This design comes from an exercise in tuning for small area on the open sky130 flow, not from production work. Only simulation tests tie the RTL to the original design; equivalence was not proved. Power and IR drop assume default switching activity.

==> flow/design.v, too long to show whole: its modules and the start of the top module <==
// module top_robotic_arm: 1094 lines
module top_robotic_arm (
    input clk,
    input reset,
    input rst,
    input load_rom_data,
    input select_source,
    input [9:0] x_accel,
    input [9:0] y_accel,
    input [9:0] z_accel,
    output [0:6] HEX_0, HEX_1, HEX_2, HEX_3, HEX_4, HEX_5,
    output [9:0] leds,
    output reg pwm_servo1,
    output reg pwm_servo2,
    output reg pwm_servo3,
    output hsync_out,
    output vsync_out,
    output [3:0] VGA_R,
    output [3:0] VGA_G,
    output [3:0] VGA_B
);
  // ...
==> flow/arm_commands.mem <==
000000110100100001110101101010
000100000001100010110010010111
010010100001011101100111101110
001011100001010000010100111001
011100100000010000100001110110
011100100100010011000101010000
010011011100000010010011100001
001100111001010100110101111000
011011000001000110010010111101
000100001100010111010001101010
010111101100000110010100101111
001010111000010100000110110010
010000111001011100010001000100
011111001001101111010111101000
001101101001100111100000000100
000000100100110100100110001101
==> flow/flow/run.sh <==
#!/bin/bash
# Layout flow: the standard synthesis, then its combinational logic mapped
# again by ABC for area (flip-flops, their names and cells kept as they are),
# checked equivalent to the standard netlist, then the standard layout
# from that netlist. Each tool's output goes to a log file here.
set -u
W=$PWD
F=$W/flow
LIB=$FLOW_HOME/platforms/$FLOW_PLATFORM/lib/sky130_fd_sc_hd__tt_025C_1v80.lib
R=orfs/results/$FLOW_PLATFORM/top_robotic_arm/base

# 1. standard synthesis
bash standard.sh synth > synth_std.log 2>&1 || exit 1
cp $R/1_2_yosys.v std.v

# 2. remap the combinational logic
DU=""
for c in $(sed -n '/^export DONT_USE_CELLS/,/^$/p' $FLOW_HOME/platforms/$FLOW_PLATFORM/config.mk | tr -d '\\' | grep -o 'sky130_fd_sc_hd__[a-z0-9_]*'); do
  DU="$DU -dont_use $c"
done
sed -e "s#@LIB@#$LIB#g" -e "s#@DU@#$DU#g" $F/resyn.ys.in > resyn.ys
yosys -s resyn.ys > resyn.log 2>&1
ok=$?

# 3. prove the remapped netlist equal to the standard one
if [ $ok -eq 0 ]; then
  sed -e "s#@LIB@#$LIB#g" $F/equiv.ys.in > equiv.ys
  timeout 1200 yosys -s equiv.ys > equiv.log 2>&1
  ok=$?
fi

# 4. standard layout from the chosen netlist
mv orfs orfs_synth
if [ $ok -eq 0 ]; then
  cp opt.v netlist.v
else
  cp std.v netlist.v
fi
bash standard.sh SYNTH_NETLIST_FILES=$W/netlist.v REMOVE_ABC_BUFFERS=1 \
  BUFFER_PORTS_ARGS="-buffer_cell sky130_fd_sc_hd__buf_1" \
  CTS_ARGS="-sink_clustering_enable -repair_clock_nets -dont_use_dummy_load -buf_list {sky130_fd_sc_hd__clkbuf_4 sky130_fd_sc_hd__clkbuf_8}" \
  finish > layout.log 2>&1
==> flow/flow/area.abc <==
strash
dc2
resub -K 6 -N 2
&get -n
&deepsyn -T 120
&put
dch -f
amap
topo
==> flow/flow/equiv.ys.in <==
read_liberty -ignore_miss_func @LIB@
read_verilog std.v
rename top_robotic_arm gold
read_verilog opt.v
rename top_robotic_arm gate
hierarchy -check
flatten gold gate
equiv_make gold gate equiv
equiv_simple -seq 2
equiv_induct -seq 2
equiv_status -assert
==> flow/flow/resyn.ys.in <==
read_liberty -ignore_miss_func @LIB@
read_verilog std.v
hierarchy -top top_robotic_arm
setattr -mod -set keep_hierarchy 1 sky130_fd_sc_hd__dfxtp_1 sky130_fd_sc_hd__dfxtp_2 sky130_fd_sc_hd__dfxtp_4 sky130_fd_sc_hd__conb_1
flatten
opt -purge
abc -liberty @LIB@ -script flow/area.abc @DU@
opt_clean -purge
splitnets
opt_clean -purge
hilomap -singleton -hicell sky130_fd_sc_hd__conb_1 HI -locell sky130_fd_sc_hd__conb_1 LO
insbuf -buf sky130_fd_sc_hd__buf_4 A X
opt_clean -purge
stat -liberty @LIB@
select top_robotic_arm
write_verilog -noattr -nohex -nodec -selected opt.v
==> flow/standard.sh <==
#!/bin/bash
# synth_recipe.tcl (not shown) runs the flow's synth.tcl, then flattens the netlist and writes it again
# the make line also repeats each setting of config.mk as NAME=value (left out here)
make -C /OpenROAD-flow-scripts/flow DESIGN_CONFIG=/design/flow/config.mk WORK_HOME=/design/flow/orfs CLKGATE_MAP_FILE= SYNTH_SCRIPT=/design/flow/synth_recipe.tcl "${@:-finish}"
==> flow/config.mk <==
export PLATFORM = sky130hd
export DESIGN_NAME = top_robotic_arm
export DESIGN_NICKNAME = top_robotic_arm
export VERILOG_FILES = /design/flow/design.v
export SDC_FILE = /design/flow/constraint.sdc
export NUM_CORES = 4
export LEC_CHECK = 0
export ABC_AREA = 1
export CAP_MARGIN = 20
export CORE_MARGIN = 2
export CORE_UTILIZATION = 40
export SLEW_MARGIN = 20
==> flow/constraint.sdc <==
create_clock -name core_clock -period 50.0 [get_ports {clk}]
set_input_delay 10.0000 -clock core_clock [delete_from_list [all_inputs] [get_ports {clk}]]
set_output_delay 10.0000 -clock core_clock [all_outputs]
set_load 0.01 [all_outputs]
==> results.py, run 1 <==
metrics = {
    "drt": {
        "wl_per_cell_um": 14.33,
        "top_layer_used": "met4",
        "wl_met2_um": 9120,
        "drtIter0Drc": 772,
        "wl_met3_um": 1233,
    },
    "pwr": {
        "pwr_density_cell_nw_per_um2": 26.30,
        "power_combinational_w": 0.0000816,
        "power_switching_w": 0.00007945,
    },
    "timing": {
        "worst_slew_pin_slew_ns": 1.045,
        "relSlewSlack_pct": 28.54,
        "fin_crit_ns": 30.57,
        "hold_violations": 0,
        "finalClockSkew_ns": 0.02458,
    },
    "finish": {
        "multi_input_cells": 850,
        "layout.nets": 1239,
        "final_core_util_pct": 43.81,
        "stdcell_area_um2": 7498,
        "reg_top3": "pos x15, q x14, deb_cnt x13",
        "buffers": 90,
        "seq-cell-share_pct": 23.76,
        "nonClockInverterCount": 164,
        "final_common_cell": "nor2_1",
    },
    "global_routing": {
        "use_met1_pct": 29.76,
        "grt_pass1_wl_um": 33580,
        "grt_use_met3_pct": 2.731,
        "grt_max_degree": 31,
        "track_usage_pct": 22.25,
    },
    "floorplan": {
        "die_h_um": 135.8,
        "taps": 225,
        "rows": 48,
        "dieArea_um2": 18430,
    },
    "outcome": {
        "status": "timing/DRC/antenna clean",
    },
    "clock_tree": {
        "htree_num_levels": 3,
        "holdBufCountCts": 0,
        "cts_tree": "yes",
        "clockBufferDepth": 2,
        "cts_root_buf": "clkbuf_8",
    },
    "critical_path": {
        "endpoint": "VGA_R[1]",
        "startpoint": "select_source",
        "crit_cells": 63,
        "r2r_setup_slack_ns": 44.00,
        "cp_top_family": "simple AND/OR/NAND/NOR gates",
        "rr_worst_depth": 32,
    },
    "placement": {
        "post-place-ws_ns": 19.73,
        "placed_cell_area_um2": 7375,
    },
}
==> run 2, diff against run 1 <==
--- a/flow/design.v
+++ b/flow/design.v
@@ -245,179 +245,16 @@
     end
 wire hs = ((ca == 8'd131) & (cb[2] | (cb[1] & cb[0]))) |
           (ge_c(ca, 132) & ~ge_c(ca, 150)) |
           ((ca == 8'd150) & ~ge_c(cb, 3));
 assign hsync_out = ~hs;
 wire cx_zero = (ca == 8'd0) & (cb == 3'd0);
 wire vs = (la == 4'd9) & (cx_zero ? (lb == 6'd42) : (lb == 6'd41));
 assign vsync_out = ~vs;
-function [7:0] glyph_row(input [3:0] code, input [3:0] row);
-    case ({code, row})
-        {4'd0, 4'd0}: glyph_row = 8'b00111100;
-        {4'd0, 4'd1}: glyph_row = 8'b01111110;
-        {4'd0, 4'd2}: glyph_row = 8'b11000011;
-        {4'd0, 4'd3}: glyph_row = 8'b11000011;
-        {4'd0, 4'd4}: glyph_row = 8'b11000011;
-        {4'd0, 4'd5}: glyph_row = 8'b11000011;
-        {4'd0, 4'd6}: glyph_row = 8'b11000011;
-        {4'd0, 4'd7}: glyph_row = 8'b11000011;
-        {4'd0, 4'd8}: glyph_row = 8'b11000011;
-        {4'd0, 4'd9}: glyph_row = 8'b11000011;
-        {4'd0, 4'd10}: glyph_row = 8'b01111110;
-        {4'd0, 4'd11}: glyph_row = 8'b00111100;
-        {4'd1, 4'd0}: glyph_row = 8'b00011000;
-        {4'd1, 4'd1}: glyph_row = 8'b00111000;
-        {4'd1, 4'd2}: glyph_row = 8'b01111000;
-        {4'd1, 4'd3}: glyph_row = 8'b11011000;
-        {4'd1, 4'd4}: glyph_row = 8'b10011000;
-        {4'd1, 4'd5}: glyph_row = 8'b00011000;
-        {4'd1, 4'd6}: glyph_row = 8'b00011000;
-        {4'd1, 4'd7}: glyph_row = 8'b00011000;
-        {4'd1, 4'd8}: glyph_row = 8'b00011000;
-        {4'd1, 4'd9}: glyph_row = 8'b00011000;
-        {4'd1, 4'd10}: glyph_row = 8'b01111110;
-        {4'd1, 4'd11}: glyph_row = 8'b01111110;
-        {4'd2, 4'd0}: glyph_row = 8'b00111100;
-        {4'd2, 4'd1}: glyph_row = 8'b01111110;
-        {4'd2, 4'd2}: glyph_row = 8'b11000011;
-        {4'd2, 4'd3}: glyph_row = 8'b10000011;
-        {4'd2, 4'd4}: glyph_row = 8'b00000110;
-        {4'd2, 4'd5}: glyph_row = 8'b00001100;
-        {4'd2, 4'd6}: glyph_row = 8'b00011000;
-        {4'd2, 4'd7}: glyph_row = 8'b00110000;
-        {4'd2, 4'd8}: glyph_row = 8'b01100000;
-        {4'd2, 4'd9}: glyph_row = 8'b11000000;
-        {4'd2, 4'd10}: glyph_row = 8'b11111111;
-        {4'd2, 4'd11}: glyph_row = 8'b11111111;
-        {4'd3, 4'd0}: glyph_row = 8'b00111100;
-        {4'd3, 4'd1}: glyph_row = 8'b01111110;
-        {4'd3, 4'd2}: glyph_row = 8'b11000011;
-        {4'd3, 4'd3}: glyph_row = 8'b00000011;
-        {4'd3, 4'd4}: glyph_row = 8'b00000011;
-        {4'd3, 4'd5}: glyph_row = 8'b00111110;
-        {4'd3, 4'd6}: glyph_row = 8'b00111110;
-        {4'd3, 4'd7}: glyph_row = 8'b00000011;
-        {4'd3, 4'd8}: glyph_row = 8'b00000011;
-        {4'd3, 4'd9}: glyph_row = 8'b11000011;
-        {4'd3, 4'd10}: glyph_row = 8'b01111110;
-        {4'd3, 4'd11}: glyph_row = 8'b00111100;
-        {4'd4, 4'd0}: glyph_row = 8'b00000110;
-        {4'd4, 4'd1}: glyph_row = 8'b00001110;
-        {4'd4, 4'd2}: glyph_row = 8'b00011110;
-        {4'd4, 4'd3}: glyph_row = 8'b00110110;
-        {4'd4, 4'd4}: glyph_row = 8'b01100110;
-        {4'd4, 4'd5}: glyph_row = 8'b11000110;
-        {4'd4, 4'd6}: glyph_row = 8'b11111111;
-        {4'd4, 4'd7}: glyph_row = 8'b11111111;
-        {4'd4, 4'd8}: glyph_row = 8'b00000110;
-        {4'd4, 4'd9}: glyph_row = 8'b00000110;
-        {4'd4, 4'd10}: glyph_row = 8'b00000110;
-        {4'd4, 4'd11}: glyph_row = 8'b00000110;
-        {4'd5, 4'd0}: glyph_row = 8'b11111111;
-        {4'd5, 4'd1}: glyph_row = 8'b11111111;
-        {4'd5, 4'd2}: glyph_row = 8'b11000000;
-        {4'd5, 4'd3}: glyph_row = 8'b11000000;
-        {4'd5, 4'd4}: glyph_row = 8'b11000000;
-        {4'd5, 4'd5}: glyph_row = 8'b11111100;
-        {4'd5, 4'd6}: glyph_row = 8'b11111110;
-        {4'd5, 4'd7}: glyph_row = 8'b00000011;
-        {4'd5, 4'd8}: glyph_row = 8'b00000011;
-        {4'd5, 4'd9}: glyph_row = 8'b11000011;
-        {4'd5, 4'd10}: glyph_row = 8'b01111110;
-        {4'd5, 4'd11}: glyph_row = 8'b00111100;
-        {4'd6, 4'd0}: glyph_row = 8'b00111100;
-        {4'd6, 4'd1}: glyph_row = 8'b01111110;
-        {4'd6, 4'd2}: glyph_row = 8'b11000011;
-        {4'd6, 4'd3}: glyph_row = 8'b11000000;
-        {4'd6, 4'd4}: glyph_row = 8'b11000000;
-        {4'd6, 4'd5}: glyph_row = 8'b11111100;
-        {4'd6, 4'd6}: glyph_row = 8'b11111110;
-        {4'd6, 4'd7}: glyph_row = 8'b11000011;
-        {4'd6, 4'd8}: glyph_row = 8'b11000011;
-        {4'd6, 4'd9}: glyph_row = 8'b11000011;
-        {4'd6, 4'd10}: glyph_row = 8'b01111110;
-        {4'd6, 4'd11}: glyph_row = 8'b00111100;
-        {4'd7, 4'd0}: glyph_row = 8'b11111111;
-        {4'd7, 4'd1}: glyph_row = 8'b11111111;
-        {4'd7, 4'd2}: glyph_row = 8'b00000011;
-        {4'd7, 4'd3}: glyph_row = 8'b00000110;
-        {4'd7, 4'd4}: glyph_row = 8'b00001100;
-        {4'd7, 4'd5}: glyph_row = 8'b00011000;
-        {4'd7, 4'd6}: glyph_row = 8'b00110000;
-        {4'd7, 4'd7}: glyph_row = 8'b01100000;
-        {4'd7, 4'd8}: glyph_row = 8'b01100000;
-        {4'd7, 4'd9}: glyph_row = 8'b01100000;
-        {4'd7, 4'd10}: glyph_row = 8'b01100000;
-        {4'd7, 4'd11}: glyph_row = 8'b01100000;
-        {4'd8, 4'd0}: glyph_row = 8'b00111100;
-        {4'd8, 4'd1}: glyph_row = 8'b01111110;
-        {4'd8, 4'd2}: glyph_row = 8'b11000011;
-        {4'd8, 4'd3}: glyph_row = 8'b11000011;
-        {4'd8, 4'd4}: glyph_row = 8'b11000011;
-        {4'd8, 4'd5}: glyph_row = 8'b01111110;
-        {4'd8, 4'd6}: glyph_row = 8'b01111110;
-        {4'd8, 4'd7}: glyph_row = 8'b11000011;
-        {4'd8, 4'd8}: glyph_row = 8'b11000011;
-        {4'd8, 4'd9}: glyph_row = 8'b11000011;
-        {4'd8, 4'd10}: glyph_row = 8'b01111110;
-        {4'd8, 4'd11}: glyph_row = 8'b00111100;
-        {4'd9, 4'd0}: glyph_row = 8'b00111100;
-        {4'd9, 4'd1}: glyph_row = 8'b01111110;
-        {4'd9, 4'd2}: glyph_row = 8'b11000011;
-        {4'd9, 4'd3}: glyph_row = 8'b11000011;
-        {4'd9, 4'd4}: glyph_row = 8'b11000011;
-        {4'd9, 4'd5}: glyph_row = 8'b01111111;
-        {4'd9, 4'd6}: glyph_row = 8'b00111111;
-        {4'd9, 4'd7}: glyph_row = 8'b00000011;
-        {4'd9, 4'd8}: glyph_row = 8'b00000011;
-        {4'd9, 4'd9}: glyph_row = 8'b11000011;
-        {4'd9, 4'd10}: glyph_row = 8'b01111110;
-        {4'd9, 4'd11}: glyph_row = 8'b00111100;
-        {4'd10, 4'd0}: glyph_row = 8'b11000011;
-        {4'd10, 4'd1}: glyph_row = 8'b11000011;
-        {4'd10, 4'd2}: glyph_row = 8'b11000011;
-        {4'd10, 4'd3}: glyph_row = 8'b01100110;
-        {4'd10, 4'd4}: glyph_row = 8'b00111100;
-        {4'd10, 4'd5}: glyph_row = 8'b00111100;
-        {4'd10, 4'd6}: glyph_row = 8'b00111100;
-        {4'd10, 4'd7}: glyph_row = 8'b00111100;
-        {4'd10, 4'd8}: glyph_row = 8'b01100110;
-        {4'd10, 4'd9}: glyph_row = 8'b11000011;
-        {4'd10, 4'd10}: glyph_row = 8'b11000011;
-        {4'd10, 4'd11}: glyph_row = 8'b11000011;
-        {4'd11, 4'd0}: glyph_row = 8'b11000011;
-        {4'd11, 4'd1}: glyph_row = 8'b11000011;
-        {4'd11, 4'd2}: glyph_row = 8'b11000011;
-        {4'd11, 4'd3}: glyph_row = 8'b11000011;
-        {4'd11, 4'd4}: glyph_row = 8'b01100110;
-        {4'd11, 4'd5}: glyph_row = 8'b00111100;
-        {4'd11, 4'd6}: glyph_row = 8'b00011000;
-        {4'd11, 4'd7}: glyph_row = 8'b00011000;
-        {4'd11, 4'd8}: glyph_row = 8'b00011000;
-        {4'd11, 4'd9}: glyph_row = 8'b00011000;
-        {4'd11, 4'd10}: glyph_row = 8'b00011000;
-        {4'd11, 4'd11}: glyph_row = 8'b00011000;
-        {4'd12, 4'd0}: glyph_row = 8'b11111111;
-        {4'd12, 4'd1}: glyph_row = 8'b11111111;
-        {4'd12, 4'd2}: glyph_row = 8'b00000011;
-        {4'd12, 4'd3}: glyph_row = 8'b00000110;
-        {4'd12, 4'd4}: glyph_row = 8'b00001100;
-        {4'd12, 4'd5}: glyph_row = 8'b00011000;
-        {4'd12, 4'd6}: glyph_row = 8'b00110000;
-        {4'd12, 4'd7}: glyph_row = 8'b01100000;
-        {4'd12, 4'd8}: glyph_row = 8'b11000000;
-        {4'd12, 4'd9}: glyph_row = 8'b11000000;
-        {4'd12, 4'd10}: glyph_row = 8'b11111111;
-        {4'd12, 4'd11}: glyph_row = 8'b11111111;
-        {4'd13, 4'd5}: glyph_row = 8'b11111111;
-        {4'd13, 4'd6}: glyph_row = 8'b11111111;
-        default: glyph_row = 8'b00000000;
-    endcase
-endfunction
 function glyph_px(input [3:0] code, input [3:0] row, input [2:0] col);
     case ({code, row, col})
         {4'd0, 4'd0, 3'd2}: glyph_px = 1'b1;
         {4'd0, 4'd0, 3'd3}: glyph_px = 1'b1;
         {4'd0, 4'd0, 3'd4}: glyph_px = 1'b1;
         {4'd0, 4'd0, 3'd5}: glyph_px = 1'b1;
         {4'd0, 4'd1, 3'd1}: glyph_px = 1'b1;
         {4'd0, 4'd1, 3'd2}: glyph_px = 1'b1;
@@ -1080,15 +917,14 @@
         end
         8'd29: begin
             code = v_neg ? vd[3:0] : 4'd15;
             right = 1'b1;
         end
         default: code = 4'd15;
     endcase
 end
-wire [7:0] grow = glyph_row(code, lb[3:0]);
 wire [2:0] gcol = right ? cb + 3'd5 : cb;
 wire text_pixel = band & (~right | ~ge_c(cb, 3)) & glyph_px(code, lb[3:0], gcol);
 assign VGA_R = {4{text_pixel}};
 assign VGA_G = {4{text_pixel}};
 assign VGA_B = {4{text_pixel}};
 endmodule
==> flow/flow/run.sh (replaced) <==
#!/bin/bash
# Layout flow:
#  1. the standard synthesis (std.v), the reference for the registers;
#  2. four candidate netlists: std.v with its combinational logic mapped
#     again by ABC for area (deepsyn with four seeds); flip-flops, their
#     names and cells stay those of std.v;
#  3. the smallest candidate that yosys proves equivalent to std.v is used
#     (std.v itself if none is);
#  4. the standard layout from that netlist, with 1x port buffers and a
#     clock tree without dummy loads.
# Each tool's output goes to a log file of its own here.
set -u
W=$PWD
F=$W/flow
LIB=$FLOW_HOME/platforms/$FLOW_PLATFORM/lib/sky130_fd_sc_hd__tt_025C_1v80.lib
R=orfs/results/$FLOW_PLATFORM/top_robotic_arm/base

bash standard.sh synth > synth_std.log 2>&1 || exit 1
cp $R/1_2_yosys.v std.v
mv orfs orfs_synth

DU=""
for c in $(sed -n '/^export DONT_USE_CELLS/,/^$/p' $FLOW_HOME/platforms/$FLOW_PLATFORM/config.mk | tr -d '\\' | grep -o 'sky130_fd_sc_hd__[a-z0-9_]*'); do
  DU="$DU -dont_use $c"
done

cand() { # name script-template seed
  sed -e "s#@SEED@#$3#g" $F/area.abc > $1.abc
  sed -e "s#@LIB@#$LIB#g" -e "s#@DU@#$DU#g" -e "s#@TOP@#$FLOW_TOP#g" \
      -e "s#@ABC@#$1.abc#g" -e "s#@OUT@#$1.v#g" $F/$2 > $1.ys
  yosys -s $1.ys > $1.log 2>&1 || rm -f $1.v
}
cand c1 resyn.ys.in 1 &
cand c2 resyn.ys.in 2 &
cand c3 resyn.ys.in 3 &
cand c4 resyn.ys.in 4 &
wait

area() { grep "Chip area for module '\\\\$FLOW_TOP'" $1.log | tail -1 | awk '{print $NF}'; }
: > candidates.txt
for c in c1 c2 c3 c4; do
  [ -f $c.v ] && echo "$(area $c) $c" >> candidates.txt
done
sort -g candidates.txt -o candidates.txt
cp std.v netlist.v
flops() { grep -oE "sky130_fd_sc_hd__(df|ed|sd|dl)[a-z0-9_]* +[^ ]+" $1 | sort; }
flops std.v > flops_std.txt
for c in $(awk '{print $2}' candidates.txt); do
  flops $c.v > flops_$c.txt
  cmp -s flops_std.txt flops_$c.txt || continue
  sed -e "s#@LIB@#$LIB#g" -e "s#@OUT@#$c.v#g" $F/equiv.ys.in > equiv_$c.ys
  if timeout 1200 yosys -s equiv_$c.ys > equiv_$c.log 2>&1; then
    cp $c.v netlist.v
    echo "chosen $c" >> candidates.txt
    break
  fi
done

bash standard.sh SYNTH_NETLIST_FILES=$W/netlist.v REMOVE_ABC_BUFFERS=1 \
  BUFFER_PORTS_ARGS="-buffer_cell sky130_fd_sc_hd__buf_1" \
  CTS_ARGS="-sink_clustering_enable -repair_clock_nets -dont_use_dummy_load -buf_list {sky130_fd_sc_hd__clkbuf_4 sky130_fd_sc_hd__clkbuf_8}" \
  finish > layout.log 2>&1
==> flow/flow/area.abc (replaced) <==
strash
dc2
resub -K 6 -N 2
&get -n
&deepsyn -T 240 -S @SEED@
&put
dch -f
amap
strash
dch -f
amap
topo
==> flow/flow/equiv.ys.in (replaced) <==
read_liberty -ignore_miss_func @LIB@
read_verilog std.v
rename top_robotic_arm gold
read_verilog @OUT@
rename top_robotic_arm gate
hierarchy -check
flatten gold gate
equiv_make gold gate equiv
equiv_simple -seq 2
equiv_induct -seq 2
equiv_status -assert
==> flow/flow/resyn.ys.in (replaced) <==
read_liberty -ignore_miss_func @LIB@
read_verilog std.v
hierarchy -top top_robotic_arm
setattr -mod -set keep_hierarchy 1 sky130_fd_sc_hd__dfxtp_1 sky130_fd_sc_hd__dfxtp_2 sky130_fd_sc_hd__dfxtp_4 sky130_fd_sc_hd__conb_1
flatten
opt -purge
abc -liberty @LIB@ -script @ABC@ @DU@
opt_clean -purge
splitnets
opt_clean -purge
hilomap -singleton -hicell sky130_fd_sc_hd__conb_1 HI -locell sky130_fd_sc_hd__conb_1 LO
insbuf -buf sky130_fd_sc_hd__buf_4 A X
opt_clean -purge
stat -liberty @LIB@
select top_robotic_arm
write_verilog -noattr -nohex -nodec -selected @OUT@
==> run 2 against run 1 <==
Effect of this change: still clean; utilization increased by 0.49 points; total power decreased by 14%; sequential power decreased by 8.0%; synthesized cell count decreased by 3.6%; count of clock-buffer cells in the layout unchanged; critical endpoint is now VGA_R[0].
==> results.py, run 2 <==
metrics = {
    "synthesis": {
        "ys_warn_count": 0,
        "post_synth.cell_area_avg_um2": 6.236,
        "synth_cells": 1084,
        "syn-cell-area_um2": 6760,
    },
    "finish": {
        "largest_reg_flops": 15,
        "layout.nets": 1200,
        "final_common_cell": "nor2_1",
        "syn2layout_area_growth_pct": 8.273,
        "final_cell_mix": "267 x nor2_1, 161 x clkinv_1, 89 x dfxtp_1",
        "diodes": 0,
        "stdcell_area_um2": 7320,
        "reg_top3": "pos x15, q x14, deb_cnt x13",
        "drive_gt1_share_pct": 1.634,
        "top_register": "pos",
    },
    "global_routing": {
        "grt_pass1_vias": 6818,
        "grt_max_degree": 31,
        "busiest_layer": "met2",
        "grt_use_met2_pct": 35.36,
        "antenna_found_initial": 1,
        "overflow": 0,
        "use_met1_pct": 29.73,
        "grt_use_met3_pct": 4.233,
        "track_usage_pct": 22.07,
        "grt_pass1_wl_um": 32820,
    },
    "floorplan": {
        "die_h_um": 134,
        "core_region_area_um2": 16520,
        "dieArea_um2": 17960,
        "rows": 47,
        "start_util_pct": 40.91,
        "fp.dieW_um": 134,
        "io_pins": 104,
    },
    "critical_path": {
        "worstPathArrival_ns": 19.79,
        "crit_path_end_kind": "output port",
        "start_kind": "input port",
        "crit_slowest_cell": "a211oi_1",
        "slowest_delay_ns": 0.72,
        "crit_fanout": 30,
        "path_common_cell": "nor2_1",
        "required_ns": 40.00,
        "crit_type": "in2out",
    },
    "timing": {
        "finalClockSkew_ns": 0.03435,
        "setup-tns-final_ns": 0,
        "relSlewSlack_pct": 26.88,
        "fin_crit_ns": 29.79,
        "worst_slew_pin_slew_ns": 1.069,
        "fmax_mhz": 33.57,
        "slew_violations": 0,
        "setup_viol": 0,
        "post-route-period-util_pct": 59.58,
        "rsz0062_at_grt": "false",
        "hold_violations": 0,
    },
    "drt": {
        "wl_per_cell_um": 14.48,
        "dr.pass1.iters": 10,
        "dr_total_vias": 7779,
        "drtAntennaViolNets": 0,
        "viasPerCell": 5.625,
        "drc": 0,
        "drtIter0Drc": 504,
        "drt_wl_total_um": 20030,
    },
    "clock_tree": {
        "clk_latency_ns": 0.37,
        "cts-buffers-inserted": 9,
        "cts_tree": "yes",
        "holdBufCountCts": 0,
        "htree_num_levels": 3,
        "ctsResizeCount": 0,
        "clkSinkCount": 89,
        "cts_root_buf": "clkbuf_8",
        "clk_pin_slew_ns": 0.07,
        "cts_setup_buffers": 0,
        "clockBufferDepth": 2,
    },
    "pwr": {
        "p_leak_nw": 2.404,
        "pwr_density_cell_nw_per_um2": 23.20,
        "ir_worst_vdd_mv": 0.01620,
    },
    "placement": {
        "port_buffers": 83,
        "place_hpwl_um": 16080,
        "placed_cell_area_um2": 7183,
        "gp_congestion": 0.9918,
    },
    "flow_run": {
        "maxCapViolCount": 0,
    },
    "hold_path": {
        "hold_class": "reg2reg",
    },
    "outcome": {
        "status": "timing/DRC/antenna clean",
    },
}
## run 2: cell types whose count changed in the layout (fill, tap and decap cells not counted), sizes merged, moves of 6 or more
cell    before  now
a211oi      20   32
a222oi       2    9
a22oi       11    5
nand2      111   84
nor2       250  267
o21ai       88   77
o221ai      20    8
or2         12    4
## run 2: stage by stage
stage	hold WS (ns)	power, W	utilization [%]	std cells	setup WS (ns)
5_1_grt	0.4514	0.0001818	44.29	1383	18.82
4_1_cts	0.4386	0.0001711	44.22	1383	20.06
3_3_place_gp	0.4243	0.0001324	43.47	1374	20.48
3_5_place_dp	0.4278	0.0001322	43.47	1374	20.07
2_1_floorplan	0.4031	0.0001163	-	1063	19.79
6_report	0.4378	0.0001698	44.29	1383	20.21
## run 2: final cells by class
| cell class | count | area (µm²) |
|---|---|---|
| clock buffer | 9 | 123.9 |
| fill | 1848 | 9205 |
| inverter | 161 | 604.3 |
| multi-input combinational | 813 | 4163 |
| sequential | 89 | 1782 |
| tap | 220 | 275.3 |
| timing repair buffer | 91 | 371.6 |
## run 2: final timing paths
path / slack [ns] / start / to / cells past startpoint
worst max register to register: 45.75 / idx[2] / pwm_servo3 / 16
worst max-delay path: 20.21 / select_source / VGA_R[0] / 47
worst min register to register: 0.44 / s[0] / s[1] / 2
worst min-delay path: 0.44 / s[0] / s[1] / 2
## run 2: per-layer routing
metal | share of wire (%) | wire length, µm | vias to the layer above
met2 | 45 | 8953 | 282
met4 | 2.7 | 532 | 2
met5 | 0.055 | 11 | -
met3 | 6.7 | 1337 | 51
met1 | 46 | 9194 | 3456
li1 | - | - | 3988
## run 2: report_power, final
| part | switching (W) | internal, W |
|---|---|---|
| Sequential | 0.000000709 | 0.0000716 |
| Combinational | 0.0000404 | 0.0000188 |
| Clock | 0.0000222 | 0.0000161 |
## run 2: critical path, delay by kind of cell
kind	cells	cell delay, ns
AOI/OAI and AO/OA	16	4.90
and+or+nand+nor	21	2.89
buffers and inverters	10	2.01

## separate check: timing with driven ports
The results above use ideal ports. As a check the final layouts listed here were re-extracted and re-timed, cells and wires unchanged. Step 1 (the two cells are an assumption about what drives the block):
set clk [get_ports {clk}]
set_driving_cell -lib_cell sky130_fd_sc_hd__clkbuf_16 $clk
set_driving_cell -lib_cell sky130_fd_sc_hd__buf_2 [delete_from_list [all_inputs] $clk]
Step 2, shift: input delay + t, output delay - t, t = (earliest + latest rising clock arrival at the registers) / 2. This alone moves slack from input paths to output paths. Three values: no drivers, after step 1, after step 2; two values: the first two.
run | shift t [ns] | setup WS [ns] | latest minus earliest clock arrival (ns)
run 1 | 0.377 | 19.435 / 19.413 / 19.413 | 0.025 / 0.024
run 2 | 0.387 | 20.212 / 20.190 / 20.190 | 0.034 / 0.035
After both steps every run listed still meets setup and hold.
